This design comes from an exercise in tuning for small area on the open sky130 flow, not from production work.
At most, simulation tests tie the RTL to the original design; equivalence was not proved.
The RTL of runs 2 and 3 was laid out without a check of its function.
Power is estimated from default activity; no workload was simulated.

--- design/flow/flow/run.sh ---
#!/bin/bash
set -euo pipefail
export FLOW_FLOW_DIR=$(cd "$(dirname "${BASH_SOURCE[0]}")" && pwd)
CTS_SIZE=${CTS_SIZE:-16}
CTS_DIAM=${CTS_DIAM:-60}
{ cat "$FLOW_FLOW_DIR/abc_override.tcl"; cat synth_recipe.tcl; } > my_synth.tcl
bash standard.sh SYNTH_SCRIPT=$PWD/my_synth.tcl \
  "SYNTH_OPERATIONS_ARGS=-extra-map $FLOW_FLOW_DIR/lcu_ripple.v" \
  ADDER_MAP_FILE= \
  "CTS_ARGS=-sink_clustering_enable -repair_clock_nets -sink_clustering_size $CTS_SIZE -sink_clustering_max_diameter $CTS_DIAM -buf_list sky130_fd_sc_hd__clkbuf_8 -dont_use_dummy_load" \
  "BUFFER_PORTS_ARGS=-buffer_cell sky130_fd_sc_hd__buf_1" \
  finish > flow.log 2>&1
--- design/flow/flow/abc_override.tcl ---
# Map with an area-oriented ABC script instead of the flow's default one.
# Only the combinational mapping changes; the registers are mapped before.
proc abc {args} {
  set i [lsearch -exact $args -script]
  if { $i >= 0 } {
    set args [lreplace $args [expr {$i + 1}] [expr {$i + 1}] $::env(FLOW_FLOW_DIR)/area.abc]
  }
  yosys abc {*}$args
}
--- design/flow/flow/area.abc ---
strash
dc2
dch -f
amap
strash
&get -n
&deepsyn -T 60
&put
dch -f
amap
topo
--- design/flow/flow/lcu_ripple.v ---
(* techmap_celltype = "$lcu" *)
module _80_lcu_ripple (P, G, CI, CO);
	parameter WIDTH = 2;
	(* force_downto *)
	input [WIDTH-1:0] P, G;
	input CI;
	(* force_downto *)
	output [WIDTH-1:0] CO;
	genvar i;
	generate for (i = 0; i < WIDTH; i = i + 1) begin : g
		if (i == 0)
			assign CO[i] = G[i] | (P[i] & CI);
		else
			assign CO[i] = G[i] | (P[i] & CO[i-1]);
	end endgenerate
endmodule
--- design/flow/standard.sh ---
#!/bin/bash
# synth_recipe.tcl (not shown) runs the flow's synth.tcl, then flattens the netlist and writes it again
# the make line also repeats each setting of config.mk as NAME=value (left out here)
make -C /OpenROAD-flow-scripts/flow DESIGN_CONFIG=/design/flow/config.mk WORK_HOME=/design/flow/orfs CLKGATE_MAP_FILE= SYNTH_SCRIPT=/design/flow/synth_recipe.tcl "${@:-finish}"
--- design/flow/config.mk ---
export PLATFORM = sky130hd
export DESIGN_NAME = Segway
export DESIGN_NICKNAME = Segway
export VERILOG_FILES = /design/flow/design.v
export SDC_FILE = /design/flow/constraint.sdc
export NUM_CORES = 4
export LEC_CHECK = 0
export ABC_AREA = 1
export CAP_MARGIN = 20
export CORE_MARGIN = 2
export CORE_UTILIZATION = 55
export SLEW_MARGIN = 20
--- design/flow/constraint.sdc ---
create_clock -name core_clock -period 12.0 [get_ports {clk}]
set_input_delay 2.4000 -clock core_clock [delete_from_list [all_inputs] [get_ports {clk}]]
set_output_delay 2.4000 -clock core_clock [all_outputs]
set_load 0.01 [all_outputs]
--- design/flow/design.v ---
module rst_synch(RST_n, clk, rst_n);
input RST_n, clk;
output reg rst_n;
logic q1;  
always_ff @(negedge clk, negedge RST_n) begin
	if(!RST_n) begin
		q1 <= 1'b0;
		rst_n <= 1'b0;
	end
	else	begin
	    q1 <= 1'b1;
		rst_n <= q1;
	end
end
endmodule
module UART_rx(clk, rst_n, RX, clr_rdy, is_67, is_73, rdy);
input clk, rst_n, RX, clr_rdy;
output reg is_67, is_73;
output reg rdy;
logic start, shft;
logic [3:0] bit_cnt;
logic [11:0] baud_cnt;	 
logic IM_1, IM_2;
logic recieving;
logic state;			 
localparam [7:0] B67 = 8'h67;
localparam [7:0] B73 = 8'h73;
assign shft = (baud_cnt == 12'h1B1);
always_ff @(posedge clk) begin
	IM_1 <= RX;
	IM_2 <= IM_1;
end
wire [2:0] bidx = bit_cnt[2:0] - 3'd1;
wire dbit = (bit_cnt != 0) && (bit_cnt <= 8);
always_ff @(posedge clk) begin
	if (start) begin
		is_67 <= 1'b1;
		is_73 <= 1'b1;
	end else if (shft && dbit) begin
		is_67 <= is_67 & (IM_2 == B67[bidx]);
		is_73 <= is_73 & (IM_2 == B73[bidx]);
	end
end
always_ff @(posedge clk) begin
	if(start)
		baud_cnt <= 12'hE77;
	else if(shft)
		baud_cnt <= 12'h000;
	else if(recieving)
		baud_cnt <= {baud_cnt[10:0], ~(baud_cnt[11] ^ baud_cnt[5] ^ baud_cnt[3] ^ baud_cnt[0])};
end
always_ff @(posedge clk) begin
	if(start)
		bit_cnt <= 0;
	else if(shft)
		bit_cnt <= bit_cnt + 1;
end
assign start = !state & !IM_2;
assign recieving = state;
wire set_rdy = state & (bit_cnt == 10);
always_ff @ (posedge clk, negedge rst_n) begin
	if(!rst_n)
		state <= 1'b0;
	else if (start)
		state <= 1'b1;
	else if (set_rdy)
		state <= 1'b0;
end
always_ff @ (posedge clk, negedge rst_n) begin
	if(!rst_n) 
		rdy <= 1'b0;
	else if(clr_rdy)
		rdy <= 1'b0;
	else if(start)
		rdy <= 1'b0;
	else if(set_rdy)
		rdy <= 1'b1;
end
endmodule
module Auth_blk(clk, rst_n, RX, rider_off, pwr_up);
input clk, rst_n, RX, rider_off;
output reg pwr_up;
logic clr_rx_rdy, rx_rdy;
logic is_67, is_73;
UART_rx iUART(.clk, .rst_n, .RX, .clr_rdy(clr_rx_rdy), .is_67, .is_73, .rdy(rx_rdy));
typedef enum reg[1:0] {OFF,PWR1,PWR2} state_t;
state_t state, nxt_state;
always_ff @ (posedge clk, negedge rst_n) begin
	if(!rst_n)
		state <= OFF;
	else
		state <= nxt_state;
end
always_comb begin
	pwr_up = 0;
	clr_rx_rdy = 0;
	nxt_state = state;
	case(state)
		OFF:begin
			if(rx_rdy) begin
				if(is_67) begin
				    pwr_up = 1;
					nxt_state = PWR1;
				end
				clr_rx_rdy = 1;
			end
		end
		PWR1:begin
			pwr_up = 1;
			if(rx_rdy) begin
				if(is_73) 
					if(rider_off) begin
						nxt_state = OFF;
						pwr_up = 0;
					end
					else begin
						pwr_up = 1;
						nxt_state = PWR2;
					end
				clr_rx_rdy = 1;
			end
		end
		PWR2: begin 
			pwr_up = 1;
			if(rider_off) begin
				pwr_up = 0;
				nxt_state = OFF;
			end
			else if(rx_rdy) begin
				if(is_67) begin
					pwr_up = 1;
					nxt_state = PWR1;
				end
				clr_rx_rdy = 1;
			end
		end
		default: nxt_state = OFF;
	endcase 
end
endmodule
module SPI_mnrch #(parameter RW = 16) (clk, rst_n, MISO, wrt, SS_n, SCLK, done, rd_data, bit_cntr, init, bw, bin, bl, bld);
input clk, rst_n;
input MISO;
input wrt;
input bw, bin;
input bl;
input [7:0] bld;
output reg SS_n;
output SCLK;
output reg done;
output reg [RW-1:0] rd_data;
output reg [3:0] bit_cntr;
output init;
logic shft, smpl, ld_SCLK, init, done15, set_done, shift_im;
logic [3:0] SCLK_div;
logic MISO_smpl;
typedef enum reg[1:0] {IDLE,FRONT_PORCH, WORKHORSE, BACK_PORCH} state_t;
state_t state, nxt_state;
always_ff @(posedge clk) begin
	if(ld_SCLK)
		SCLK_div <= 4'b1011;
	else
		SCLK_div <= SCLK_div + 1;
end
assign SCLK = SCLK_div[3];
assign smpl = (SCLK_div == 4'b0111);
assign shift_im = (SCLK_div == 4'b1111);
always_ff @(posedge clk) begin
	if(smpl)
		MISO_smpl <= MISO;
end
always_ff @(posedge clk)
	if(shft | bw)
		rd_data[7:0] <= {rd_data[6:0], bw ? bin : MISO_smpl};
generate if (RW > 8) begin : hi
	always_ff @(posedge clk)
		if(shft | bl)
			rd_data[RW-1:8] <= bl ? bld[RW-5:4] : rd_data[RW-2:7];
end endgenerate
always_ff @(posedge clk) begin
	if(init)
		bit_cntr <= 4'h0;
	else if(bl)
		bit_cntr <= bld[3:0];
	else if(shft)
		bit_cntr <= bit_cntr + 1;
end
assign done15 = &bit_cntr;
always_ff @ (posedge clk, negedge rst_n) begin
	if(!rst_n)
		state <= IDLE;
	else
		state <= nxt_state;
end
always_comb begin
	init = 1'b0;
	ld_SCLK = 1'b0;
	set_done = 1'b0;
	shft = 1'b0;
	nxt_state = state;
	case (state)
		IDLE: begin
		    ld_SCLK = 1'b1;
			if(wrt) begin
				init = 1'b1;
				nxt_state = FRONT_PORCH;
			end	
		end
		FRONT_PORCH: begin 
			if(shift_im)
				nxt_state = WORKHORSE;
		end
		WORKHORSE: begin
			shft = shift_im;
			if(done15) begin
				nxt_state = BACK_PORCH;
			end
		end
		BACK_PORCH: begin
			if(shift_im) begin
			    shft = 1'b1;
				ld_SCLK = 1'b1;
				set_done = 1'b1;
			    nxt_state = IDLE;
			end
		end
	endcase
end
always_ff @ (posedge clk, negedge rst_n) begin
	if(!rst_n)
		SS_n <= 1'b1;
	else if(init)
		SS_n <= 1'b0;
	else if(set_done)
		SS_n <= 1'b1;
end
always_ff @ (posedge clk, negedge rst_n) begin
	if(!rst_n)
		done <= 1'b0;
	else if(init)
		done <= 1'b0;
	else if(set_done)
		done <= 1'b1;
end
endmodule
module inertial_integrator(clk, rst_n, vld, ptch_rt, AZ, ptch, win, step, cur, dl);
input clk, rst_n, vld;
input signed [15:0]ptch_rt;
input signed [15:0]AZ;
output signed [15:0]ptch;
input win;			 
input [5:0] step;	 
output cur;			 
input [7:0] dl;		 
localparam [15:0] AZ_K = 16'hFF60;	 
reg signed [26:0]ptch_int;
assign ptch = ptch_int[26:11];
reg sc;				 
reg [2:0] cy;		 
reg ybit;			 
wire lo = (step < 6'd16);
wire az_b = AZ[step[3:0]];
wire k_b = AZ_K[step[3:0]];
wire d1 = dl[0];
wire d3 = dl[2] & ((|step[5:2]) | (step[1] & step[0]));
wire d6 = dl[5] & ((|step[5:3]) | (step[2] & step[1]));
wire d8 = dl[7] & (|step[5:3]);
assign cur = lo ? (az_b ^ k_b ^ sc) : d1;
wire [5:0] pidx = step - 6'd13;
wire pb = (step < 6'd13) ? 1'b0 : (step > 6'd28) ? ~ptch[15] : ~ptch[pidx[3:0]];
wire [3:0] col = !cur + d3 + d6 + d8 + pb + cy;
always_ff @(posedge clk) begin
	if (!win) begin
		sc <= 1'b0;
		cy <= 3'b001;
	end else begin
		sc <= (az_b & k_b) | (az_b & sc) | (k_b & sc);
		cy <= col[3:1];
	end
	ybit <= col[0];
end
wire fus_pos = ~ybit;
wire w = ptch_rt[15] & ~|ptch_rt[14:7] & (ptch_rt[6:0] < 7'h50);
wire [26:0] nb = ~{{11{ptch_rt[15]}}, ptch_rt};
wire [26:0] kk = {{10{~fus_pos | w}}, ~fus_pos ^ w, {5{~fus_pos}}, 11'h451};
always @(posedge clk, negedge rst_n)
	if(!rst_n)
		ptch_int <= 0;
	else if(vld)
		ptch_int <= ptch_int + nb + kk;
endmodule
module inert_intf(clk,rst_n,ptch,ptch_rt,vld,SS_n,SCLK,
                  MOSI,MISO,INT,boot,win,dl_in,dl,azl_ld,azl_d,azl_q);
  parameter fast_sim = 1;
  input clk, rst_n;
  input MISO;
  input INT;
  output win;				 
  output dl_in;			 
  input [7:0] dl;			 
  output azl_ld;			 
  output [7:0] azl_d;
  input [7:0] azl_q;		 
  input boot;				 
  output signed [15:0] ptch;
  output signed [15:0] ptch_rt;
  output reg vld;
  output SS_n,SCLK,MOSI;
  reg [9:0] timer;			 
  reg [7:0] ptch_rt_h,ptch_rt_l;
  reg INT_ff1,INT_ff2;
  reg [2:0] cmd_id;			 
  logic wrt;
  logic clr_tmr;
  logic capture_ptchl,capture_ptchh;
  logic capture_AZl;
  wire done, init;
  wire [7:0] inert_data;
  wire [3:0] bit_cntr;
  wire signed [15:0] AZ;
  typedef enum reg [3:0] {INIT1,INIT2,INIT3,INIT4,WAIT,PTCHL,PTCHH,
                          AZL,AZH} state_t;
  state_t state,nxt_state;
  SPI_mnrch #(8) iSPI(.clk(clk),.rst_n(rst_n),.SS_n(SS_n),.SCLK(SCLK),
                  .MISO(MISO),.wrt(wrt),.done(done),
				  .rd_data(inert_data),.bit_cntr(bit_cntr),.init(init),
				  .bw(1'b0),.bin(1'b0),.bl(1'b0),.bld(8'h00));
  logic [15:0] cmd;
  always_comb
    case (cmd_id)
      3'd0: cmd = 16'h0D02;
      3'd1: cmd = 16'h1053;
      3'd2: cmd = 16'h1150;
      3'd3: cmd = 16'h1460;
      3'd4: cmd = 16'hA200;
      3'd5: cmd = 16'hA300;
      3'd6: cmd = 16'hAC00;
      default: cmd = 16'hAD00;
    endcase
  assign MOSI = cmd[~bit_cntr];
  always_ff @(posedge clk)
    if (init)
      cmd_id <= state[2:0];
  assign win = (state == AZH) && (&timer[9:6]);
  inertial_integrator iINT(.clk(clk), .rst_n(rst_n), .vld(vld),
                           .ptch_rt(ptch_rt), .AZ(AZ), .ptch(ptch),
                           .win(win), .step(timer[5:0]), .cur(dl_in), .dl(dl));
  always_ff @(posedge clk) begin
	  INT_ff1 <= INT;
	  INT_ff2 <= INT_ff1;
	end
  always_ff @(posedge clk,negedge rst_n)
    if (!rst_n)
	  state <= INIT1;
	else
	  state <= nxt_state;
  always_ff @(posedge clk, negedge rst_n)
    if (!rst_n)
	   timer <= 0;
	 else if (clr_tmr)
	   timer <= 0;
	 else
	   timer <= timer + 1;
  always_comb begin
    clr_tmr = 0;
    wrt = 0;
	capture_ptchl = 0;
	capture_ptchh = 0;
	capture_AZl = 0;
	vld = 0;
	nxt_state = INIT1;
	 case (state)
	   INIT1 : begin
		  if (boot) begin
		    wrt = 1;
		    nxt_state = INIT2;
		  end
	   end
	   INIT2 : begin
		  if (&timer) begin
		    wrt = 1;
		    nxt_state = INIT3;
		  end else
		    nxt_state = INIT2;
	   end
	   INIT3 : begin
		  if (&timer) begin
		    wrt = 1;
		    nxt_state = INIT4;
		  end else
		    nxt_state = INIT3;
	   end
	   INIT4 : begin
		  if (&timer) begin
		    wrt = 1;
		    nxt_state = WAIT;
		  end else 
		    nxt_state = INIT4;
	   end
	   WAIT : begin
	     if (INT_ff2) begin
		    wrt = 1;
		    clr_tmr = 1;
		    nxt_state = PTCHL;
		  end else
		    nxt_state = WAIT;
	   end
	   PTCHL : begin
		  capture_ptchl = done;
		  if (&timer) begin
		    wrt = 1;
		    nxt_state = PTCHH;
		  end else
		    nxt_state = PTCHL;
      end
	   PTCHH : begin
		  capture_ptchh = done;
		  if (&timer) begin
		    wrt = 1;
		    nxt_state = AZL;
		  end else
		    nxt_state = PTCHH;
      end
	   AZL : begin
		  capture_AZl = done;
		  if (&timer) begin
		    wrt = 1;
		    nxt_state = AZH;
		  end else
		    nxt_state = AZL;
      end
	   AZH : begin
		  if (&timer) begin
		    vld = 1;
		    nxt_state = WAIT;
		  end else
		    nxt_state = AZH;
      end
	   default : begin
	  	  clr_tmr = 1;
	     nxt_state = INIT1;
	   end
	 endcase
  end
  always_ff @(posedge clk, negedge rst_n)
    if (!rst_n)
	  ptch_rt_l <= 8'h00;
    else if (capture_ptchl)
	  ptch_rt_l <= inert_data;
  always_ff @(posedge clk, negedge rst_n)
    if (!rst_n)
	  ptch_rt_h <= 8'h00;
    else if (capture_ptchh)
	  ptch_rt_h <= inert_data;
  assign azl_ld = capture_AZl;
  assign azl_d = inert_data;
  assign AZ = {inert_data,azl_q};
  assign ptch_rt = {ptch_rt_h,ptch_rt_l};
endmodule
module PID(clk, rst_n, vld, pwr_up, rider_off, ptch, ptch_rt, PID_cntrl, ss_tmr);
	parameter fast_sim = 1;
	input clk, rst_n, vld, pwr_up, rider_off;
	input logic signed [15:0]ptch, ptch_rt;
	output logic signed [11:0]PID_cntrl;
	output [7:0]ss_tmr;
	logic signed [9:0] ptch_err_sat;
	logic signed [14:0]I_term;
	reg signed [17:0] integrator;
	wire signed [17:0]ptch_err_sat_sext;
	wire signed [17:0]I_mux1_mux2;
	wire signed[17:0]ptch_err_sat_sext_sum;
	wire I_overflow;
	logic signed [12:0]D_term_temp;
	logic signed [12:0]D_term;
	logic signed [15:0] I_term_sext, D_term_sext, PID_sum;
	reg [11:0] ss_pre;
	reg [7:0] ss_cnt;
	wire pre_wrap = (ss_pre == 12'h23F);
	always_ff @(posedge clk)begin
		if(!pwr_up) begin
			ss_cnt <= 8'h00;
			ss_pre <= 12'h000;
		end else if(!(&ss_cnt)) begin
			ss_pre <= pre_wrap ? 12'h000 : {ss_pre[10:0], ~(ss_pre[11] ^ ss_pre[5] ^ ss_pre[3] ^ ss_pre[0])};
			if (pre_wrap)
				ss_cnt <= ss_cnt + 1'b1;
		end
	end
	assign ss_tmr = ss_cnt;
	assign ptch_err_sat = (~ptch[15] && (|ptch[14:9]))?10'h1ff:
								(ptch[15] && !(&ptch[14:9]))? 10'h200:
								{ptch[15], ptch[8:0]};
	assign ptch_err_sat_sext = {{8{ptch_err_sat[9]}},ptch_err_sat};
	assign ptch_err_sat_sext_sum = ptch_err_sat_sext + integrator;
	assign I_overflow = (ptch_err_sat_sext[17] == integrator[17] && ptch_err_sat_sext_sum[17] != integrator[17])? 1:0;
	always_ff @(posedge clk)begin
		if(rider_off)
			integrator <= 0;
		else if(vld && !I_overflow)
			integrator <= ptch_err_sat_sext_sum;
	end
	generate if(fast_sim)begin
		assign I_term = (~integrator[17] && (|integrator[17:15]))? 15'h3fff:
						(integrator[17] && ~&integrator[17:15])? 15'h4000:
						integrator[15:1];
	end
	else begin
		assign I_term = {{3{integrator[17]}}, integrator[17:6]};
	end
	endgenerate
	assign D_term_temp = {{3{ptch_rt[15]}} ,ptch_rt[15:6]};
	assign D_term = ~D_term_temp;
	assign I_term_sext = {I_term[14],I_term};
	assign D_term_sext = {{3{D_term[12]}},D_term};
	assign PID_sum = {{6{ptch_err_sat[9]}}, ptch_err_sat} * 16'sd12 + I_term_sext + D_term_sext;
	always_ff @(posedge clk)
		PID_cntrl <= (~PID_sum[15] && (|PID_sum[14:11]))? 12'h7ff:
							(PID_sum[15] && !(&PID_sum[14:11]))? 12'h800:
							{PID_sum[15],PID_sum[10:0]};
endmodule
module SegwayMath(clk, PID_cntrl, ss_tmr, steer_sc, en_steer, pwr_up, lft_mag, lft_sgn, rght_mag, rght_sgn, too_fast);
input clk;
input signed [11:0] PID_cntrl;
input [7:0] ss_tmr;
input signed [9:0] steer_sc;	 
input en_steer, pwr_up;
output [10:0] lft_mag, rght_mag;
output lft_sgn, rght_sgn;
output reg too_fast;
logic signed [19:0] prod_cntrl_ss;
logic signed [11:0] PID_ss;
logic signed [12:0] lft_torque, rght_torque;
logic lft_fast, rght_fast;
wire [10:0] bx = {2'b00, ss_tmr, 1'b0};
wire [12:0] a1 = {PID_cntrl[11], PID_cntrl};
wire [12:0] a2 = {PID_cntrl, 1'b0};
wire [19:0] pp [0:4];
wire [4:0] ng;
genvar k;
generate for (k = 0; k < 5; k = k + 1) begin : booth
	wire b2 = bx[2*k+2], b1 = bx[2*k+1], b0 = bx[2*k];
	wire one = b1 ^ b0;
	wire two = (b2 & ~b1 & ~b0) | (~b2 & b1 & b0);
	assign ng[k] = b2 & ~(b1 & b0);
	wire [12:0] m = ({13{one}} & a1) | ({13{two}} & a2);
	wire [12:0] x = m ^ {13{ng[k]}};
	assign pp[k] = {{7{x[12]}}, x} << (2*k);
end endgenerate
wire [19:0] negs = {11'd0, ng[4], 1'b0, ng[3], 1'b0, ng[2], 1'b0, ng[1], 1'b0, ng[0]};
assign prod_cntrl_ss = pp[0] + pp[1] + pp[2] + pp[3] + pp[4] + negs;
assign PID_ss = prod_cntrl_ss[19:8];
wire signed [9:0] sp = en_steer ? steer_sc : 10'sd0;
assign lft_torque = PID_ss + sp;
assign rght_torque = PID_ss - sp;
shape iSL(.t(lft_torque), .pwr_up(pwr_up), .mag(lft_mag), .sgn(lft_sgn), .fast(lft_fast));
shape iSR(.t(rght_torque), .pwr_up(pwr_up), .mag(rght_mag), .sgn(rght_sgn), .fast(rght_fast));
always_ff @(posedge clk)
	too_fast <= lft_fast | rght_fast;
endmodule
module shape(input signed [12:0] t, input pwr_up, output [10:0] mag, output sgn, output fast);
	wire neg = t[12];
	wire [11:0] u = t[11:0] ^ {12{neg}};
	wire big = (u[11:6] != 6'd0) | (u[5:0] > (neg ? 6'd59 : 6'd60));
	wire [5:0] hi = u[11:6] + 6'd15;
	wire [10:0] mbig = (u[11:6] >= 6'd17) ? 11'h7FF : {hi[4:0], u[5:0]};
	wire [10:0] msmall = {u[6:0], {4{neg}}};
	assign mag = !pwr_up ? 11'h000 : big ? mbig : msmall;
	assign sgn = pwr_up & neg;
	assign fast = pwr_up & ~neg & (u > 12'd832);
endmodule
module balance_cntrl(clk,rst_n,vld,ptch,ptch_rt,pwr_up,rider_off,steer_sc,en_steer,lft_mag,lft_sgn,rght_mag,rght_sgn,too_fast);
parameter fast_sim = 1'b1;
input clk,rst_n;   
input vld;   
input [15:0] ptch;   
input [15:0] ptch_rt;   
input pwr_up;   
input rider_off;   
input signed [9:0] steer_sc;   
input en_steer;  
output [10:0] lft_mag, rght_mag;   
output lft_sgn, rght_sgn;   
output too_fast;   
logic [11:0] PID_cntrl;
logic [7:0] ss_tmr;
PID #(fast_sim) iPID(.clk(clk),.rst_n(rst_n),.vld(vld),.ptch(ptch),.ptch_rt(ptch_rt), .pwr_up(pwr_up),
					.rider_off(rider_off),.PID_cntrl(PID_cntrl), .ss_tmr(ss_tmr));
SegwayMath iSegwayMath(.clk(clk), .PID_cntrl(PID_cntrl), .ss_tmr(ss_tmr),.steer_sc(steer_sc), .en_steer(en_steer), 
						.pwr_up(pwr_up), .lft_mag, .lft_sgn, .rght_mag, .rght_sgn, .too_fast(too_fast));
endmodule
module steer_en_SM(clk,rst_n,tmr_full,sum_gt_min,sum_lt_min,diff_gt_1_4,
                   diff_gt_15_16,clr_tmr,en_steer,rider_off,steer_st);
 input clk;				 
  input rst_n;				 
  input tmr_full;			 
  input sum_gt_min;			 
  input sum_lt_min;			 
  input diff_gt_1_4;		 
  input diff_gt_15_16;		 
  output logic clr_tmr;		 
  output logic en_steer;	 
  output logic rider_off;	 
  output logic steer_st;	 
  typedef enum reg[1:0] {IDLE, RIDER_ON, STEER_ENABLED} state_t;
	state_t state, nxt_state;
	assign steer_st = (state == STEER_ENABLED);
  always_ff @(posedge clk, negedge rst_n) begin  
		if(!rst_n)
			state <= IDLE;
		else
			state <= nxt_state;
	end
  always_comb begin  
	nxt_state = state;
	clr_tmr = 1'b0;
	en_steer = 1'b0;
	rider_off = 1'b1;
	case(state)
		IDLE: begin 
				if(sum_gt_min) begin  
					rider_off = 1'b0;
					nxt_state = RIDER_ON;
					clr_tmr = 1'b1;
				end
			end	
		RIDER_ON: begin 
					if(sum_lt_min) begin  
						nxt_state = IDLE;
					end
					else if(~diff_gt_1_4 && tmr_full) begin 
						nxt_state = STEER_ENABLED;
						rider_off = 1'b0;
						en_steer = 1'b1;
						clr_tmr = 1'b1;
					end
					else if(~diff_gt_1_4) begin
						rider_off = 1'b0;
					end
					else if(tmr_full) begin
						rider_off = 1'b0;
						clr_tmr = 1'b1;
					end
					else begin  
						clr_tmr = 1'b0;
						rider_off = 1'b0;
					end
				end	
		STEER_ENABLED: begin
				if(sum_lt_min) begin  
					nxt_state = IDLE;
				end
				else if(diff_gt_15_16) begin
					nxt_state = RIDER_ON;
					clr_tmr = 1'b1;
					rider_off = 1'b0;
				end
				else begin  
					en_steer = 1'b1;
					rider_off = 1'b0;
				end
			end
		endcase
	end
endmodule
module steer_en(clk, rst_n, lft_ld, rght_ld, en_steer, rider_off);
	parameter fast_sim = 1;
	input clk, rst_n;
	input [11:0] lft_ld, rght_ld;
	output en_steer, rider_off;
	localparam MIN_RIDER_WT = 12'h200;
	localparam WT_HYSTERESIS = 8'h40;
	logic [12:0]sum;
	logic [11:0]diff;
	logic [11:0]sum_15_16;
	logic [11:0]thr;
	logic clr, full, steer_st, diff_gt;
	logic sum_lt_min, sum_gt_min;
	reg [15:0]tmr;		 
	assign sum = lft_ld + rght_ld;
	assign diff = lft_ld - rght_ld;
	assign sum_lt_min = (sum < MIN_RIDER_WT - WT_HYSTERESIS);
	assign sum_gt_min = (sum > MIN_RIDER_WT + WT_HYSTERESIS);
	wire [3:0] g = sum[3:1] + sum[3:2] + sum[3];
	assign sum_15_16 = {sum[11:4], g} - {3'b000, sum[12:4]};
	assign thr = steer_st ? sum_15_16 : {1'b0, sum[12:2]};
	wire neg = diff[11];
	wire [11:0] x = diff ^ {12{neg}};
	wire [12:0] cmp = {1'b0, x} + {1'b0, ~thr} + neg;
	assign diff_gt = cmp[12];
	always @(posedge clk)
		if(clr)
			tmr <= '0;
		else
			tmr <= {tmr[14:0], ~(tmr[15] ^ tmr[14] ^ tmr[12] ^ tmr[3])};
	assign full = (tmr == 16'hD577);
	steer_en_SM SM(.clk, .rst_n, .clr_tmr(clr), .tmr_full(full), .sum_gt_min, .sum_lt_min,
	               .diff_gt_1_4(diff_gt), .diff_gt_15_16(diff_gt), .rider_off, .en_steer, .steer_st);
endmodule
module PWM11(clk, rst_n, cnt, duty, en, PWM_sig);
input clk, rst_n;
input [10:0] cnt;
input [10:0] duty;
input en;			 
output reg PWM_sig;
always_ff @(posedge clk)
	PWM_sig <= en & (cnt < duty);
endmodule
module mtr_drv(clk,rst_n,lft_mag_in,lft_sgn_in,rght_mag_in,rght_sgn_in,OVR_I_lft,OVR_I_rght,PWM1_lft,
               PWM2_lft,PWM1_rght,PWM2_rght);
  input clk,rst_n;
  input [10:0] lft_mag_in, rght_mag_in;
  input lft_sgn_in, rght_sgn_in;
  input OVR_I_lft, OVR_I_rght;
  output PWM1_lft, PWM2_lft, PWM1_rght, PWM2_rght;
  reg [10:0] cnt;
  reg [10:0] lft_mag, rght_mag;
  reg lft_sgn, rght_sgn, lft_sgn_nxt, rght_sgn_nxt;
  reg spd_vld;
  reg OVR_I_ff1,OVR_I_ff2,OVR_I_ff3;
  reg OVR_I_shtdwn;
  reg [6:0] OVR_I_cnt;
  reg [3:0] PWM_cycle_cnt;
  reg OVR_I_inc_blank_n;
  wire PWM_lft,PWM_rght;
  wire PWM_synch, pre_synch;
  wire OVR_I_rise;
  wire OVR_I_blank_n;
  always_ff @(posedge clk, negedge rst_n)
    if(!rst_n) 
      cnt <= 11'h000;
    else 
      cnt <= cnt + 1;
  assign PWM_synch = &cnt;
  assign pre_synch = (cnt == 11'h7FE);
  assign OVR_I_blank_n = |cnt[10:8];
  always_ff @(posedge clk, negedge rst_n)
    if (!rst_n)
      spd_vld <= 1'b0;
    else if (pre_synch)
      spd_vld <= 1'b1;
  always_ff @(posedge clk)
    if (pre_synch) begin
	   lft_mag <= lft_mag_in;
	   rght_mag <= rght_mag_in;
      lft_sgn_nxt <= lft_sgn_in;
      rght_sgn_nxt <= rght_sgn_in;
    end
  always_ff @(posedge clk)
    if (PWM_synch) begin
	   lft_sgn <= lft_sgn_nxt;
	   rght_sgn <= rght_sgn_nxt;
	 end
  PWM11 iPWM_lft(.clk(clk), .rst_n(rst_n), .cnt(cnt), .duty(lft_mag), .en(spd_vld), .PWM_sig(PWM_lft)); 
  PWM11 iPWM_rght(.clk(clk), .rst_n(rst_n), .cnt(cnt), .duty(rght_mag), .en(spd_vld), .PWM_sig(PWM_rght));
  always_ff @(posedge clk, negedge rst_n)
    if (!rst_n) begin
	  OVR_I_ff1 <= 1'b0;
	  OVR_I_ff2 <= 1'b0;
	  OVR_I_ff3 <= 1'b0;
	end else begin
	  OVR_I_ff1 <= OVR_I_blank_n & (OVR_I_lft | OVR_I_rght);
	  OVR_I_ff2 <= OVR_I_ff1;
	  OVR_I_ff3 <= OVR_I_ff2;
	end
  assign OVR_I_rise = OVR_I_ff2 & ~OVR_I_ff3;
  always_ff @(posedge clk, negedge rst_n)
    if (!rst_n)
      OVR_I_cnt <= 7'h00;
    else if (OVR_I_rise & OVR_I_inc_blank_n)
      OVR_I_cnt <= OVR_I_cnt + 1;
    else if ((&PWM_cycle_cnt) & PWM_synch & (|OVR_I_cnt))
	  OVR_I_cnt <= OVR_I_cnt - 1;
  always_ff @(posedge clk)
    if (PWM_synch)
	  OVR_I_inc_blank_n <= 1'b1;
	else if (OVR_I_rise)
	  OVR_I_inc_blank_n <= 1'b0;
  always_ff @(posedge clk, negedge rst_n)
    if (!rst_n)
	  PWM_cycle_cnt <= 4'h0;
	else if (PWM_synch)
	  PWM_cycle_cnt <= PWM_cycle_cnt + 1;
  always_ff @(posedge clk, negedge rst_n)
    if (!rst_n)
	  OVR_I_shtdwn <= 1'b0;
	else if (&OVR_I_cnt)
	  OVR_I_shtdwn <= 1'b1;
  wire off = OVR_I_ff2 | ~OVR_I_inc_blank_n | OVR_I_shtdwn;
  assign PWM1_lft = ~off & ~lft_sgn & PWM_lft;
  assign PWM2_lft = ~off & lft_sgn & PWM_lft;
  assign PWM1_rght = ~off & ~rght_sgn & PWM_rght;
  assign PWM2_rght = ~off & rght_sgn & PWM_rght;
endmodule
module A2D_intf(input clk, rst_n, MISO, nxt, dl_en, dl_in, bl,
				input [7:0] bld,
				output [7:0] dl, bq,
				output reg[11:0] lft_ld, rght_ld,
				output reg signed [9:0] steer_sc,
				output reg batt11,
				output SS_n, SCLK, MOSI);
logic wrt, done, update, init;
logic [11:0] rd_data;
logic [3:0] bit_cntr;
logic[1:0] counter;
logic [11:0] steer_pot_limited, m;
logic signed [7:0] q;
logic signed [9:0] steer_scaled;
assign steer_pot_limited = (rd_data < 12'h200) ? 12'h200 :
                           (rd_data > 12'hE00) ? 12'hE00 :
                           rd_data;
assign m = steer_pot_limited + 12'd1;
assign q = {~m[11], m[10:4]};
assign steer_scaled = {q[7], q, 1'b0} + {{2{q[7]}}, q} + m[3];
SPI_mnrch #(12) iSPI(.clk, .rst_n, .MISO, .wrt, .SCLK, .SS_n, .done, .rd_data, .bit_cntr, .init,
                     .bw(dl_en), .bin(dl_in), .bl(bl), .bld(bld));
assign dl = rd_data[7:0];
assign bq = {rd_data[11:8], bit_cntr};
always_ff @(posedge clk, negedge rst_n) begin
	if(!rst_n) lft_ld <= 12'h000;
	else if(counter == 0 && update) lft_ld <= rd_data;
end
always_ff @(posedge clk, negedge rst_n) begin
	if(!rst_n) rght_ld <= 12'h000;
	else if(counter == 1 && update) rght_ld <= rd_data;
end
always_ff @(posedge clk, negedge rst_n) begin
	if(!rst_n) steer_sc <= -10'sd288;		 
	else if(counter == 2 && update) steer_sc <= steer_scaled;
end
always_ff @(posedge clk, negedge rst_n) begin
	if(!rst_n) batt11 <= 1'b0;
	else if(counter == 3 && update) batt11 <= rd_data[11];
end
always_ff @(posedge clk, negedge rst_n) begin
	if(!rst_n) counter <= 0;
	else if(update) counter <= counter + 1;
end
assign MOSI = (bit_cntr == 4'd2) ? (counter != 0) :
              (bit_cntr == 4'd3) ? (counter == 3) :
              (bit_cntr == 4'd4) ? (counter == 2) : 1'b0;
typedef enum reg[1:0] {IDLE, WRITE, READ, WAIT} state_t;
state_t state, nxt_state;
always_ff @(posedge clk, negedge rst_n) begin
	if(!rst_n) state <= IDLE;
	else state <= nxt_state;
end
always_comb begin
	wrt = 0;
	update = 0;
	nxt_state = state;
	case(state)
		IDLE: begin
			if(nxt) begin
				nxt_state = WRITE;
				wrt = 1;
			end
		end
		WRITE: begin
			if(done) begin
				nxt_state = WAIT;
			end
		end
		WAIT: begin
			wrt = 1;
			nxt_state = READ;
		end
		READ: begin
			if(done) begin
				update = 1;
				nxt_state = IDLE;
			end
		end
	endcase
end
endmodule
module piezo_drv(input clk, input rst_n, input en_steer, input too_fast, input batt_low, output piezo, output piezo_n, output boot);
parameter fast_sim = 1'b1;
logic [18:0] note_tmr;		 
logic [8:0] freq_tmr;		 
logic [21:0] repeat_tmr;	 
logic note_tmr_full, repeat_full, rst_note_dur;
logic freq_full;
logic [8:0] half;
typedef enum reg[2:0] {IDLE, NOTE1, NOTE2, NOTE3, NOTE4, NOTE5, NOTE6} state_nm;
state_nm state, nxt_state;
wire [21:0] repeat_nxt = {repeat_tmr[20:0], ~(repeat_tmr[21] ^ repeat_tmr[20])};
assign repeat_full = (repeat_tmr == 22'h38C82B);
assign boot = (repeat_tmr == 22'h3878F7);
always_ff @(posedge clk, negedge rst_n) begin
	if(!rst_n)
		repeat_tmr <= '0;
	else if(repeat_full)
		repeat_tmr <= '0; 
	else
		repeat_tmr <= repeat_nxt;
end
always_ff @(posedge clk) begin
	if(rst_note_dur | note_tmr_full)
		note_tmr <= '0;
	else
		note_tmr <= note_tmr + 1'b1;
end
always_ff @(posedge clk) begin
	if (freq_full || rst_note_dur)
		freq_tmr <= '0;
	else
		freq_tmr <= freq_tmr + 1'b1;	
end
assign piezo = (freq_tmr >= half);
assign piezo_n = ~piezo;
always_ff @(posedge clk, negedge rst_n) begin
	if(!rst_n) 
		state <= IDLE;
	else
		state <= nxt_state;
end
always_comb begin
	nxt_state = state;
	rst_note_dur = 1'b0;
	freq_full = (freq_tmr >= 9'd297);
	half = 9'd149;
	note_tmr_full = note_tmr[17];
	case(state)
		IDLE: begin
			if(too_fast)
				nxt_state = NOTE1;
			else if(repeat_full) begin
				if(batt_low)
					nxt_state = NOTE6;
				else if(en_steer)
					nxt_state = NOTE1;
			end
			rst_note_dur = 1'b1;
		end
		NOTE1: begin
			freq_full = (freq_tmr >= 9'd499);
			half = 9'd250;
			if(note_tmr_full) begin
				if(too_fast)
					nxt_state = NOTE2;
				else if(batt_low)
					nxt_state = IDLE;
				else if(en_steer)
					nxt_state = NOTE2;
				else 
					nxt_state = IDLE;
			end
		end
		NOTE2: begin
			freq_full = (freq_tmr >= 9'd374);
			half = 9'd187;
			if(note_tmr_full) begin
				if(too_fast)
					nxt_state = NOTE3;
				else if(batt_low)
					nxt_state = NOTE1;
				else if(en_steer)
					nxt_state = NOTE3;
				else 
					nxt_state = IDLE;
			end
		end
		NOTE3: begin
			if(note_tmr_full) begin
				if(too_fast)
					nxt_state = NOTE1;
				else if(batt_low)
					nxt_state = NOTE2;
				else if(en_steer)
					nxt_state = NOTE4;
				else 
					nxt_state = IDLE;
			end
		end
		NOTE4: begin
			freq_full = (freq_tmr >= 9'd250);
			half = 9'd125;
			note_tmr_full = note_tmr[17] & note_tmr[16];
			if(note_tmr_full) begin
				if(batt_low)
					nxt_state = NOTE3;
				else if(en_steer)
					nxt_state = NOTE5;
				else 
					nxt_state = IDLE;
			end
		end
		NOTE5: begin
			note_tmr_full = note_tmr[16];
			if(note_tmr_full) begin
				if(batt_low)
					nxt_state = NOTE4;
				else if(en_steer)
					nxt_state = NOTE6;
				else 
					nxt_state = IDLE;
			end
		end
		NOTE6: begin
			freq_full = (freq_tmr >= 9'd250);
			half = 9'd125;
			note_tmr_full = note_tmr[18];
			if(note_tmr_full) begin
				if(batt_low)
					nxt_state = NOTE5;
				else
					nxt_state = IDLE;
			end
		end
		default: ;
	endcase
end
endmodule
module Segway(clk,RST_n,INERT_SS_n,INERT_MOSI,INERT_SCLK,
              INERT_MISO,INERT_INT,A2D_SS_n,A2D_MOSI,A2D_SCLK,
			  A2D_MISO,PWM1_lft,PWM2_lft,PWM1_rght,PWM2_rght,
			  OVR_I_lft,OVR_I_rght,piezo_n,piezo,RX);
  input clk,RST_n;
  input INERT_MISO;						 
  input A2D_MISO;						 
  input INERT_INT;						 
  input OVR_I_lft,OVR_I_rght;			 
  input RX;								 
  output A2D_SS_n, INERT_SS_n;			 
  output A2D_MOSI, INERT_MOSI;			 
  output A2D_SCLK, INERT_SCLK;			 
  output PWM1_lft, PWM2_lft;  			 
  output PWM1_rght,PWM2_rght;			 
  output piezo_n,piezo;					 
  logic rst_n;							 
  logic vld;								 
  logic [15:0] ptch;						 
  logic [15:0] ptch_rt;
  logic [10:0] lft_mag, rght_mag;		 
  logic lft_sgn, rght_sgn;				 
  logic lft_rev, rght_rev;				 
  logic [11:0] lft_ld, rght_ld;		 
  logic batt11;							 
  logic signed [9:0] steer_sc;			 
  logic norm_mode;						 
  logic en_steer;						 
  logic rider_off;						 
  logic batt_low;
  logic too_fast;
  logic fus_win, fus_bit;				 
  logic [7:0] fus_dl;					 
  logic azl_ld;							 
  logic [7:0] azl_q;					 
  logic [7:0] inert_byte;				 
  logic boot;							 
  logic pwr_up;							 
  localparam BATT_THRES = 12'h800;
  localparam fast_sim = 1;
  Auth_blk iAuth(.clk(clk),.rst_n(rst_n),.RX(RX),.rider_off(rider_off),.pwr_up(pwr_up));
  inert_intf #(fast_sim) iNEMO(.clk(clk),.rst_n(rst_n),.ptch(ptch),.ptch_rt(ptch_rt),
                   .vld(vld),.SS_n(INERT_SS_n),.SCLK(INERT_SCLK),
				   .MOSI(INERT_MOSI),.MISO(INERT_MISO),
				   .INT(INERT_INT),.boot(boot),.win(fus_win),.dl_in(fus_bit),.dl(fus_dl),
				   .azl_ld(azl_ld),.azl_d(inert_byte),.azl_q(azl_q));
  balance_cntrl #(fast_sim) iBAL(.clk(clk),.rst_n(rst_n),.vld(vld),.ptch(ptch),
                     .ptch_rt(ptch_rt),.pwr_up(pwr_up),.rider_off(rider_off),
					 .steer_sc(steer_sc),.en_steer(en_steer),.lft_mag(lft_mag),.lft_sgn(lft_sgn),
					 .rght_mag(rght_mag),.rght_sgn(rght_sgn),.too_fast(too_fast));
  steer_en #(fast_sim) iSTR(.clk(clk),.rst_n(rst_n),.lft_ld(lft_ld),
                            .rght_ld(rght_ld),
							.en_steer(en_steer),.rider_off(rider_off));
  mtr_drv iDRV(.clk(clk),.rst_n(rst_n),.lft_mag_in(lft_mag),.lft_sgn_in(lft_sgn),
               .rght_mag_in(rght_mag),.rght_sgn_in(rght_sgn),.PWM1_lft(PWM1_lft),.PWM2_lft(PWM2_lft),
			   .PWM1_rght(PWM1_rght),.PWM2_rght(PWM2_rght),
			   .OVR_I_lft(OVR_I_lft),.OVR_I_rght(OVR_I_rght));
  A2D_intf iA2D(.clk(clk),.rst_n(rst_n),.nxt(vld),.dl_en(fus_win),.dl_in(fus_bit),.dl(fus_dl),
                .bl(azl_ld),.bld(inert_byte),.bq(azl_q),.lft_ld(lft_ld),.rght_ld(rght_ld),
                .batt11(batt11),.steer_sc(steer_sc),.SS_n(A2D_SS_n),.SCLK(A2D_SCLK),
				.MOSI(A2D_MOSI),.MISO(A2D_MISO));
  assign batt_low = ~batt11;		 
  piezo_drv #(fast_sim) iBUZZ(.clk(clk),.rst_n(rst_n),.en_steer(en_steer),.too_fast(too_fast),
              .batt_low(batt_low),.piezo(piezo),.piezo_n(piezo_n),.boot(boot));
  rst_synch iRST(.clk(clk),.RST_n(RST_n),.rst_n(rst_n));
endmodule
==> results of run 1 <==
-- layer usage --
metal,track usage (%),share of wire (%)
met4,7.63,2.3
met2,44.2,47
met5,0,0
met1,34.1,46
met3,3.56,5.1
-- power breakdown --
group	leakage (nW)	switching [mW]	total (mW)	internal (mW)
clock	0.244	0.382	0.636	0.254
combinational	4.31	0.184	0.293	0.110
sequential	3.73	0.0515	1.34	1.28
total	8.28	0.617	2.26	1.65
-- final timing paths --
path | from | endpoint | slack (ns)
worst max-delay path | iA2D.rght_ld[1] | iDRV.rght_mag[1] | 1.37
worst min-delay path | iRST.q1 | iRST.rst_n | 0.31
worst max register to register | iA2D.rght_ld[1] | iDRV.rght_mag[1] | 1.37
worst min register to register | iRST.q1 | iRST.rst_n | 0.31
max in group asynchronous | RST_n | iRST.q1 | 4.35
min in group asynchronous | iRST.rst_n | iNEMO.iSPI.state[0] | 6.46
-- registers in the layout (all words and copies together) (netlist names), 11 cells and up --
name	cells
iBAL.iPID.integrator	18
iBUZZ.repeat_tmr	22
iBAL.iPID.ss_pre	12
iBUZZ.note_tmr	19
iDRV.lft_mag	11
iA2D.iSPI.rd_data	12
iA2D.rght_ld	12
iDRV.cnt	11
iAuth.iUART.baud_cnt	12
iBAL.iPID.PID_cntrl	12
iA2D.lft_ld	12
iSTR.tmr	16
iDRV.rght_mag	11
iNEMO.iINT.ptch_int	27
-- cell usage in the layout, fill, tap and decap left out, types with 8 or more instances in the layout --
master    synthesis  routed
nor2_1          649     648
clkinv_1        329     326
o21ai_0         293     287
a21oi_1         260     257
nand2_1         254     254
dfrtp_1         156     156
dfxtp_1         141     141
o22ai_1         121     121
nor3_1           93      92
edfxtp_1         51      51
a211oi_1         48      48
o21a_1           39      39
nor2b_1          39      38
clkbuf_8          0      34
a22oi_1          33      33
and3_1           27      27
nand3_1          26      26
a31oi_1          26      26
o32ai_1          22      22
buf_4             0      20
and2_0           19      19
buf_1            12      19
nand4_1          18      18
a221oi_1         15      15
a21o_1           15      15
o221a_1          15      15
o22a_1           14      14
nor4_1           16      14
or2_0            13      11
or4_1            11      11
o221ai_1         10      10
o31ai_1           8       8
o21bai_1          8       8
-- cell families after synthesis --
kind of cell	Yosys count
AO/OA/AOI/OAI	974
XOR/XNOR	3
buffers and inverters	341
flip-flops	356
other	1
AND/OR/NAND/NOR	1181
-- layout make-up --
cell class,instances,area [sq um]
clock buffers,34,468
fillers,3493,15300
inverters,329,1240
multi-input cells,2159,11000
flip-flops and latches,356,8470
well taps,511,639
repair buffers,40,241
-- repair_timing --
item                       CTS  global route
buffers inserted             0             3
hold buffers                 0             0
setup endpoints to repair    0            23
gates resized for setup      0            20
-- through the flow --
stage	instance area, sq um	setup TNS (ns)	hold slack (ns)	instances
final	22100	0	0.305	3429
after global routing	22100	-0.0104	0.308	3429
after CTS	22000	0	0.308	3426
after detailed placement	21600	0	0.308	3392
after global placement	21600	0	0.299	3392
after floorplan	20700	0	0.292	2856
-- critical path: cells and delay by family (launching register included) --
family	cells	cell delay, ns
flip-flops	1	0.36
AO/OA/AOI/OAI	29	4.53
buffers and inverters	6	1.06
AND/OR/NAND/NOR	33	4.38
==> notes.md, run 1 <==
clock slew at reported path FFs=0.09 ns; Hold Crit Class=flop to flop; Post-synth top flop=dfrtp_1; H-tree Lvls=2; worst rel slew slack=37.8%; root cell of the clock tree=clkbuf_8; Core Util, Final=59.1%; initial antenna violation count=0; simple-gate share of the synthesized area=24.1%; NumNets Final=2928; Vias per Instance=5.76; Adder-Cell Fraction of Synth Area=0%; Post-Syn Instances=2856; Yosys top cell area share=18.8%; Post-Route WL=50700 um; Worst Tran Pin Value=0.933 ns; yosys warns=15; post-place setup slack=0.635 ns; Clock Tree Buf Depth=3; mux share of post-synthesis cell area=0%; largest area contributor in the netlist=dfrtp_1; first-pass GRT wire length=83600 um; EDFF count, synth=51; Cell variety after synth=57; fmax=0.0941 GHz; final hold violations=0; Die Span Y=198 um; overall power=2.26 mW; P&R area growth vs syn=6.61%; number of buffers created by CTS=34; Max VDD drop=0.130 mV; pin count of the biggest net entering global routing=163; worst skew pair latency=0.60 ns; per-cell routed wire length=14.8 um; # DRC=0; DIE AREA=39300 sq um; IO Count=20; row count=71; Startpoint Class=flop; Mapped Nets=2864; Synth Area in XOR/XNOR=0.127%; final worst-path cycle share=88.6%; slowest stage cell on the critical path=dfrtp_1; GRT Util Overall=25.8%; fin crit period=10.63 ns; sequential fraction of the synthesis area=40.8%; synthesized flop and latch total=356; worst-path maximum fanout=13; ys async rst share=46.1%; Pleak=8.28 nW; compound-cell area share of the yosys netlist=28.7%; crit-path most repeated cell=nor2_1; number of global-route vias before repair=17700; Die Wd=198 um; Antenna Cells=0; Area contributors post-synth=dfrtp_1 (19%), dfxtp_1 (14%), nor2_1 (12%); Post-Syn Area=20700 sq um; gr ovfl total=0; run status=complete, no violations; Crit path largest cell delay=0.36 ns; largest family of logic cells by synthesized area=compound AO/OA/AOI/OAI gates; Detail Route Antenna Nets=0; layout cell share with drive strength beyond 1=2.64%; Data arrival, critical path=10.91 ns; commonest cells in the netlist=nor2_1 (649), clkinv_1 (329), o21ai_0 (293); Clock Skew=0.102 ns; Starting Density=55.4%; Port Buffers=19; Worst EP required=12.29 ns; Vias=19700; FF-to-FF path depth=68; Hold Path Depth=0; Final HPWL DP=38300 um; Finish-stage setup viols=0; critical path class=flop to flop; Core Area=37400 sq um; RD Place Congestion=0.932; Clock Sink Count=356; max_cap viols=0; fin worst setup slack=1.37 ns; mean post-synth cell area=7.26 sq um; pwr dens=102 nW/um^2; first-pass iteration count of the detailed router=6; initial DRC count=1411; CP endpoint kind=flop; most frequent cell after synthesis=nor2_1; CTS tree=yes; Slew Viols, Final=0
==> inputs of run 2 (changes only) <==
--- a/design/flow/design.v
+++ b/design/flow/design.v
@@ -311,3 +311,3 @@
   reg INT_ff1,INT_ff2;
-  reg [2:0] cmd_id;			 
+  reg race;					 
   logic wrt;
@@ -329,10 +329,10 @@
   always_comb
-    case (cmd_id)
-      3'd0: cmd = 16'h0D02;
-      3'd1: cmd = 16'h1053;
-      3'd2: cmd = 16'h1150;
-      3'd3: cmd = 16'h1460;
-      3'd4: cmd = 16'hA200;
-      3'd5: cmd = 16'hA300;
-      3'd6: cmd = 16'hAC00;
+    case (race ? WAIT : state)
+      INIT2: cmd = 16'h0D02;
+      INIT3: cmd = 16'h1053;
+      INIT4: cmd = 16'h1150;
+      WAIT:  cmd = 16'h1460;
+      PTCHL: cmd = 16'hA200;
+      PTCHH: cmd = 16'hA300;
+      AZL:   cmd = 16'hAC00;
       default: cmd = 16'hAD00;
@@ -342,3 +342,5 @@
     if (init)
-      cmd_id <= state[2:0];
+      race <= 1'b0;
+    else if (wrt)
+      race <= 1'b1;
   assign win = (state == AZH) && (&timer[9:6]);
--- a/design/flow/flow/run.sh
+++ b/design/flow/flow/run.sh
@@ -3,4 +3,4 @@
 export FLOW_FLOW_DIR=$(cd "$(dirname "${BASH_SOURCE[0]}")" && pwd)
-CTS_SIZE=${CTS_SIZE:-16}
-CTS_DIAM=${CTS_DIAM:-60}
+CTS_SIZE=${CTS_SIZE:-18}
+CTS_DIAM=${CTS_DIAM:-70}
 { cat "$FLOW_FLOW_DIR/abc_override.tcl"; cat synth_recipe.tcl; } > my_synth.tcl
==> run 2 against run 1 <==
  * Still clean
  * First-iteration DRC count grew 19%
  * Sequential power is 4% lower
  * Utilization is 0.52 points higher
  * Clock power shrank 6.3%
  * Global-route usage grew 2.2 points
  * Cell area grew 1.4%
  * Critical path depth rose by 5
  * Final cell count grew 1.9%
  * Clock skew decreased by 0.013 ns
  * Count of clock-buffer cells in the layout decreased by 5
  * Register-to-register slack worse by 0.18 ns
  * Maximum frequency is 1.6% lower
  * Critical path type unchanged
  * Largest cell class unchanged
  * Largest power group unchanged
==> notes.md, run 2 <==
run status=complete, no violations; max FFs per register=27 (unchanged); IO Count=20 (unchanged); gr ovfl total=0 (unchanged); CTS tree=yes; mean post-synth cell area=7.18 sq um (-1.1%); P&R area growth vs syn=6.84%; Max VDD drop=0.0946 mV (-27%); Post-Syn Area=21000 sq um (+1.1%); layout cell share with drive strength beyond 1=3.45% (+0.81 points); Detail Route Antenna Nets=0 (unchanged); H-tree Lvls=1 (-1); RD Place Congestion=0.956 (+2.5%); Comb power frac=8.8% (-4.2 points); compound-cell area share of the yosys netlist=28.9% (+0.20 points); ys async rst share=46.3% (+0.26 points); DIE AREA=39700 sq um (+1.1%); yosys warns=15 (unchanged); clock power share=29.0% (+0.9 points); first-pass iteration count of the detailed router=6 (unchanged); most frequent cells in the layout=nor2_1 (602), clkinv_1 (389), o21ai_0 (283); Die Wd=199 um (+0.56%); initial antenna violation count=0 (unchanged); GRT Util Overall=28.0% (+2.2 points); per-cell routed wire length=15.9 um (+8.0%); number of buffers created by CTS=29 (-15%); Area contributors post-synth=dfrtp_1 (19%), dfxtp_1 (14%), nor2_1 (11%); Synth Area in XOR/XNOR=0.0835% (-0.043 points); synthesized flop and latch total=354 (-0.56%); most common cell after layout, fill and taps aside=nor2_1; mux share of post-synthesis cell area=0% (unchanged); Antenna Cells=0 (unchanged); Startpoint Class=flop; Port Buffers=19 (unchanged); Mapped Nets=2928 (+2.2%); Vias=20800 (+5.2%); Core Util, Final=59.6% (+0.52 points); Data arrival, critical path=11.22 ns (+0.31 ns); initial DRC count=1686 (+19%); pwr dens=91.7 nW/um^2 (-11%); Worst Tran Pin Value=0.992 ns (+0.0590 ns); sequential fraction of the synthesis area=40.0% (-0.79 points); Crit path largest cell delay=0.40 ns (+0.04 ns); Final HPWL DP=42100 um (+10%); Pleak=8.29 nW (+0.17%); post-route cell area=22400 sq um (+1.4%); Vias per Instance=5.95 (+3.3%); Post-Route WL=55700 um (+10%); root cell of the clock tree=clkbuf_8; crit-path most repeated cell=nand2_1; Die Span Y=199 um (+0.56%); Clock Tree Buf Depth=3 (unchanged); worst skew pair latency=0.65 ns (+0.05 ns); DP Area=21800 sq um (+1.2%); critical path class=flop to flop; CP endpoint kind=flop; row count=71 (unchanged); fin crit period=10.80 ns (+0.177 ns); clock slew at reported path FFs=0.10 ns (about the same); Slew Viols, Final=0 (unchanged); fin worst setup slack=1.20 ns (-0.177 ns); Sw Share=25.7% (-1.6 points); Adder-Cell Fraction of Synth Area=0% (unchanged); Clock Skew=0.0882 ns (-0.0133 ns); final worst-path cycle share=90.0% (+1.5 points); fmax=0.0926 GHz (-1.6%); Worst setup startpoint=iA2D.lft_ld[0]; Post-synth top flop=dfrtp_1; Starting Density=55.8% (+0.37 points); first-pass GRT wire length=91600 um (+9.5%); FF-to-FF path depth=73 (+7.4%); Hold Path Depth=0 (unchanged); simple-gate share of the synthesized area=23.6% (-0.51 points); switching pwr=0.528 mW (-15%); sequential share of power=62.2% (+3.2 points); Reg with most FFs=iNEMO.iINT.ptch_int; pin count of the biggest net entering global routing=73 (-55%); commonest cells in the netlist=nor2_1 (611), clkinv_1 (397), o21ai_0 (296); Yosys top cell area share=18.6% (-0.21 points); post-place setup slack=-0.476 ns (-1.11 ns); Hold Path Origin=iRST.q1; EDFF count, synth=48 (-5.9%); Worst EP required=12.42 ns (+0.13 ns); Post-Syn Instances=2920 (+2.2%); biggest regs=iNEMO.iINT.ptch_int (27), iBUZZ.repeat_tmr (22), iBUZZ.note_tmr (19); RR Startpoint=iA2D.lft_ld[0]; slowest stage cell on the critical path=dfrtp_1; worst-path maximum fanout=11 (-2); number of global-route vias before repair=18900 (+6.6%); largest family of logic cells by synthesized area=compound AO/OA/AOI/OAI gates; Clock Sink Count=354 (-0.56%); # DRC=0 (unchanged); max_cap viols=0 (unchanged); largest area contributor in the netlist=dfrtp_1; Finish-stage setup viols=0 (unchanged); most frequent cell after synthesis=nor2_1; worst rel slew slack=32.1% (-5.6 points); Core Area=37600 sq um (+0.48%); Cell variety after synth=57 (unchanged); P_int=1.53 mW (-7.3%); final hold violations=0 (unchanged); Hold Crit Class=flop to flop; NumNets Final=2993 (+2.2%); CTS hold repair buffers=0 (unchanged)
run 2: changes by cell type in the layout (fill, tap and decap cells not counted), moves of 8 or more:
cell / delta
nor3_1: +12
nor2_1: -46
o221a_1: -8
o22ai_1: +22
clkinv_1: +63
nand2_1: +16
nand3_1: +12
a221oi_1: +10
o221ai_1: +12
a21oi_1: -27
run 2: stage by stage:
step           total power, mW  instances  hold slack [ns]  TNS, ns
2_1_floorplan             1.43       2920            0.292        0
3_3_place_gp              1.48       3460            0.296        0
3_5_place_dp              1.48       3460            0.313    -3.02
4_1_cts                   2.08       3489            0.327        0
5_1_grt                   2.14       3494            0.330  -0.0594
6_report                  2.05       3494            0.323        0
run 2: power groups by stage:
| stage | clock network (mW) | logic (mW) | registers (mW) |
|---|---|---|---|
| final | 0.596 | 0.180 | 1.28 |
| after global routing | 0.654 | 0.202 | 1.28 |
| after CTS | 0.617 | 0.179 | 1.28 |
| after detailed placement | 0 | 0.179 | 1.30 |
| after global placement | 0 | 0.175 | 1.30 |
| after floorplan | 0 | 0.122 | 1.30 |
run 2: cell type report:
type                            instances  area, sq um
Clock buffer                           29          399
Timing Repair Buffer                   46          282
Inverter                              397         1500
Tap cell                              511          639
Sequential cell                       354         8400
Multi-Input combinational cell       2157        11200
Fill cell                            3551        15200
run 2: timing repair:
item | CTS | global route
buffers inserted | 0 | 4
pin swaps | 0 | 2
endpoints found under the setup margin | 9 | 23
gates resized for setup | 7 | 45
hold endpoints to repair | 0 | 0
run 2: kinds of logic after synthesis:
logic type | after synthesis
buffers and inverters | 409
XOR/XNOR | 2
flip-flops | 354
AND/OR/NAND/NOR | 1172
other | 1
AO/OA/AOI/OAI | 982
run 2: critical path: cells and delay by family, from the launching register on:
| kind | cells | cell delay (ns) |
|---|---|---|
| compound gates | 28 | 4.81 |
| simple gates | 32 | 3.78 |
| buf+inv | 12 | 1.37 |
| flops | 1 | 0.40 |
| xor+xnor | 1 | 0.18 |
run 2: worst paths after layout:
path,slack (ns),to
setup / recovery,1.20,iDRV.rght_mag[5]
hold / removal,0.32,iRST.rst_n
min in group asynchronous,6.18,iAuth.state[0]
hold reg to reg,0.32,iRST.rst_n
max in group asynchronous,4.35,iRST.q1
setup reg to reg,1.20,iDRV.rght_mag[5]
run 2: layer usage:
| layer | vias to the layer above | share of wire [%] | track usage, % |
|---|---|---|---|
| met5 | - | 0 | 0 |
| met4 | 0 | 3.7 | 9.43 |
| met3 | 142 | 5.2 | 2.95 |
| met2 | 619 | 46 | 46.9 |
| met1 | 9479 | 45 | 37.9 |
| li1 | 10500 | - | - |
==> inputs of run 3 (changes only) <==
--- a/design/flow/design.v
+++ b/design/flow/design.v
@@ -514,9 +514,9 @@
 	assign D_term = ~D_term_temp;
-	assign I_term_sext = {I_term[14],I_term};
-	assign D_term_sext = {{3{D_term[12]}},D_term};
-	assign PID_sum = {{6{ptch_err_sat[9]}}, ptch_err_sat} * 16'sd12 + I_term_sext + D_term_sext;
+	wire signed [17:0] PID_sum18 = {{8{ptch_err_sat[9]}}, ptch_err_sat} * 18'sd12 +
+	                               {integrator[17], integrator[17:1]} +
+	                               {{5{D_term[12]}}, D_term};
 	always_ff @(posedge clk)
-		PID_cntrl <= (~PID_sum[15] && (|PID_sum[14:11]))? 12'h7ff:
-							(PID_sum[15] && !(&PID_sum[14:11]))? 12'h800:
-							{PID_sum[15],PID_sum[10:0]};
+		PID_cntrl <= (~PID_sum18[17] && (|PID_sum18[16:11]))? 12'h7ff:
+							(PID_sum18[17] && !(&PID_sum18[16:11]))? 12'h800:
+							{PID_sum18[17],PID_sum18[10:0]};
 endmodule
==> run 3 against run 2 <==
  * Maximum frequency up 1.6%
  * Clock skew increased by 0.019 ns
  * Critical path depth decreased by 7
  * Sequential share of layout area increased by 0.19 points
  * Count of clock-buffer cells in the layout rose by 1
  * Non-clock buffer count shrank 3
  * Clock power grew 1%
  * Total power shrank 6.5%
  * First-iteration DRC count is 5.3% lower
  * Critical endpoint is now iDRV.lft_mag[5]
==> notes.md, run 3 <==
Slew Viols, Final=0 (unchanged); Pleak=8.13 nW (-1.9%); Hold Path Origin=iRST.q1; clock slew at reported path FFs=0.11 ns (about the same); initial DRC count=1597 (-5.3%); Vias=20400 (-1.6%); critical path buffer and inverter count=10 (-2); most frequent cells in the layout=nor2_1 (618), clkinv_1 (347), o21ai_0 (277); Crit path largest cell delay=0.39 ns (about the same); RD Place Congestion=0.926 (-3.1%); pin count of the biggest net entering global routing=163 (+120%); slowest stage cell on the critical path=or3_1; CTS hold repair buffers=0 (unchanged); Clock Tree Buf Depth=3 (unchanged); number of buffers created by CTS=30 (+3.4%); CTS tree=yes; Die Span Y=199 um (about the same); Finish-stage setup viols=0 (unchanged); first-pass GRT wire length=90500 um (-1.2%); final hold violations=0 (unchanged); IO Count=20 (unchanged); Yosys top cell area share=18.6% (+0.030 points); max_cap viols=0 (unchanged); layout cell share with drive strength beyond 1=2.71% (-0.75 points); P&R area growth vs syn=6.49%; DP Area=21800 sq um (-0.18%); worst rel slew slack=31.8% (-0.35 points); most common cell after layout, fill and taps aside=nor2_1; Max VDD drop=0.103 mV (+8.6%); EDFF count, synth=48 (unchanged); Sw Share=23.0% (-2.7 points); Post-Route WL=54900 um (-1.5%); CP endpoint kind=flop; Startpoint Class=flop; synthesized flop and latch total=354 (unchanged); fin worst setup slack=1.36 ns (+0.167 ns); Worst Tran Pin Value=1.02 ns (+0.0310 ns); fmax=0.0940 GHz (+1.6%); run status=complete, no violations; Starting Density=55.7% (-0.090 points); mean post-synth cell area=7.23 sq um (+0.70%); Post-Syn Instances=2895 (-0.86%); Post-synth top flop=dfrtp_1; Port Buffers=19 (unchanged); Vias per Instance=5.90 (-0.83%); max FFs per register=27 (unchanged); biggest regs=iNEMO.iINT.ptch_int (27), iBUZZ.repeat_tmr (22), iBUZZ.note_tmr (19); final worst-path cycle share=88.6% (-1.4 points); root cell of the clock tree=clkbuf_8; Antenna Cells=0 (unchanged); GRT Util Overall=27.9% (-0.15 points); initial antenna violation count=0 (unchanged); largest area contributor in the netlist=dfrtp_1; gr ovfl total=0 (unchanged); Data arrival, critical path=11.00 ns (-0.22 ns); switching pwr=0.442 mW (-16%); most frequent cell after synthesis=nor2_1; Hold Crit Class=flop to flop; first-pass iteration count of the detailed router=6 (unchanged); worst skew pair latency=0.66 ns (about the same); # DRC=0 (unchanged); ys async rst share=46.3% (unchanged); P_int=1.48 mW (-3.2%); Mapped Nets=2903 (-0.85%); RR Startpoint=iA2D.rght_ld[1]; pwr dens=86.1 nW/um^2 (-6.1%); number of global-route vias before repair=18600 (-1.6%); DIE AREA=39600 sq um (-0.16%); Area contributors post-synth=dfrtp_1 (19%), dfxtp_1 (14%), nor2_1 (11%); Worst setup startpoint=iA2D.rght_ld[1]; Die Wd=199 um (about the same); NumNets Final=2966 (-0.90%); Cell variety after synth=59 (+3.5%); Core Util, Final=59.3% (-0.30 points); Worst EP required=12.36 ns (-0.06 ns); post-route cell area=22300 sq um (-0.50%); Post-Syn Area=20900 sq um (-0.16%); per-cell routed wire length=15.8 um (-0.75%); Clock Sink Count=354 (unchanged); H-tree Lvls=1 (unchanged); setup TNS=0 ns (unchanged); row count=71 (unchanged); Hold Path Depth=0 (unchanged); WP depth=66 (-9.6%); Core Area=37600 sq um (unchanged); critical path class=flop to flop; critical path's top delay family=compound AO/OA/AOI/OAI gates; crit-path most repeated cell=o21ai_0; # fillers=3487 (-1.8%); yosys warns=15 (unchanged); Clock Skew=0.108 ns (+0.0193 ns); post-place setup slack=0.392 ns (+0.868 ns); Comb power frac=3.5% (-5.3 points); worst-path maximum fanout=12 (+1); sequential share of power=65.0% (+2.8 points); Detail Route Antenna Nets=0 (unchanged); FF-to-FF path depth=66 (-9.6%); fin crit period=10.64 ns (-0.167 ns); overall power=1.92 mW (-6.5%); Reg with most FFs=iNEMO.iINT.ptch_int; Final HPWL DP=42000 um (-0.24%); clock power share=31.5% (+2.5 points); sequential fraction of the synthesis area=40.1% (+0.065 points); commonest cells in the netlist=nor2_1 (621), clkinv_1 (352), o21ai_0 (288)
## run 3: cell families (layout without fill, tap and decap cells)
kind of cell	after synthesis	count (layout)	share of synthesized area, %
AND/OR/NAND/NOR	1175	1175	23.7
flip-flops	354	354	40.1
buffers and inverters	364	425	6.53
XOR/XNOR	1	1	0.0418
other	1	1	0.0179
AO/OA/AOI/OAI	1000	1000	29.6
## run 3: power groups by stage
stage	logic (mW)	registers, mW	clock network [mW]
floorplan	0.0442	1.28	0
detailed placement	0.0682	1.27	0
global route	0.0770	1.25	0.662
CTS	0.0684	1.25	0.625
finish	0.0675	1.25	0.604
global placement	0.0648	1.27	0
## run 3: per-stage QoR
step | hold WS (ns) | instances
after floorplan | 0.292 | 2895
after global placement | 0.305 | 3432
after detailed placement | 0.301 | 3433
after CTS | 0.315 | 3463
after global routing | 0.315 | 3467
final | 0.311 | 3467
## run 3: timing repair
action / in CTS / in global routing
buffers inserted: 0 / 4
hold endpoints to repair: 0 / 0
resized for setup: 0 / 32
setup endpoints to repair: 0 / 23
## run 3: final timing paths
check                                         end  slack, ns
worst max register to register    iDRV.lft_mag[5]       1.36
max in group asynchronous              iRST.rst_n       4.40
worst max-delay path              iDRV.lft_mag[5]       1.36
min in group asynchronous       iAuth.iUART.state       6.40
worst min-delay path                   iRST.rst_n       0.31
worst min register to register         iRST.rst_n       0.31
## run 3: per-layer routing
metal | wire, um | up-vias | track usage, %
met5 | 0 | - | 0
met4 | 1910 | 0 | 9.92
met3 | 2500 | 105 | 2.51
met2 | 25300 | 522 | 47.2
met1 | 25200 | 9313 | 37.4
li1 | - | 10500 | -
## run 3: layout make-up
| cell class | count | area, sq um | share of cell area (%) |
|---|---|---|---|
| Tap cell | 511 | 639 | 2.87 |
| Multi-Input combinational cell | 2177 | 11200 | 50.5 |
| Clock buffer | 30 | 413 | 1.85 |
| Sequential cell | 354 | 8400 | 37.7 |
| Timing Repair Buffer | 43 | 262 | 1.17 |
| Inverter | 352 | 1330 | 5.98 |
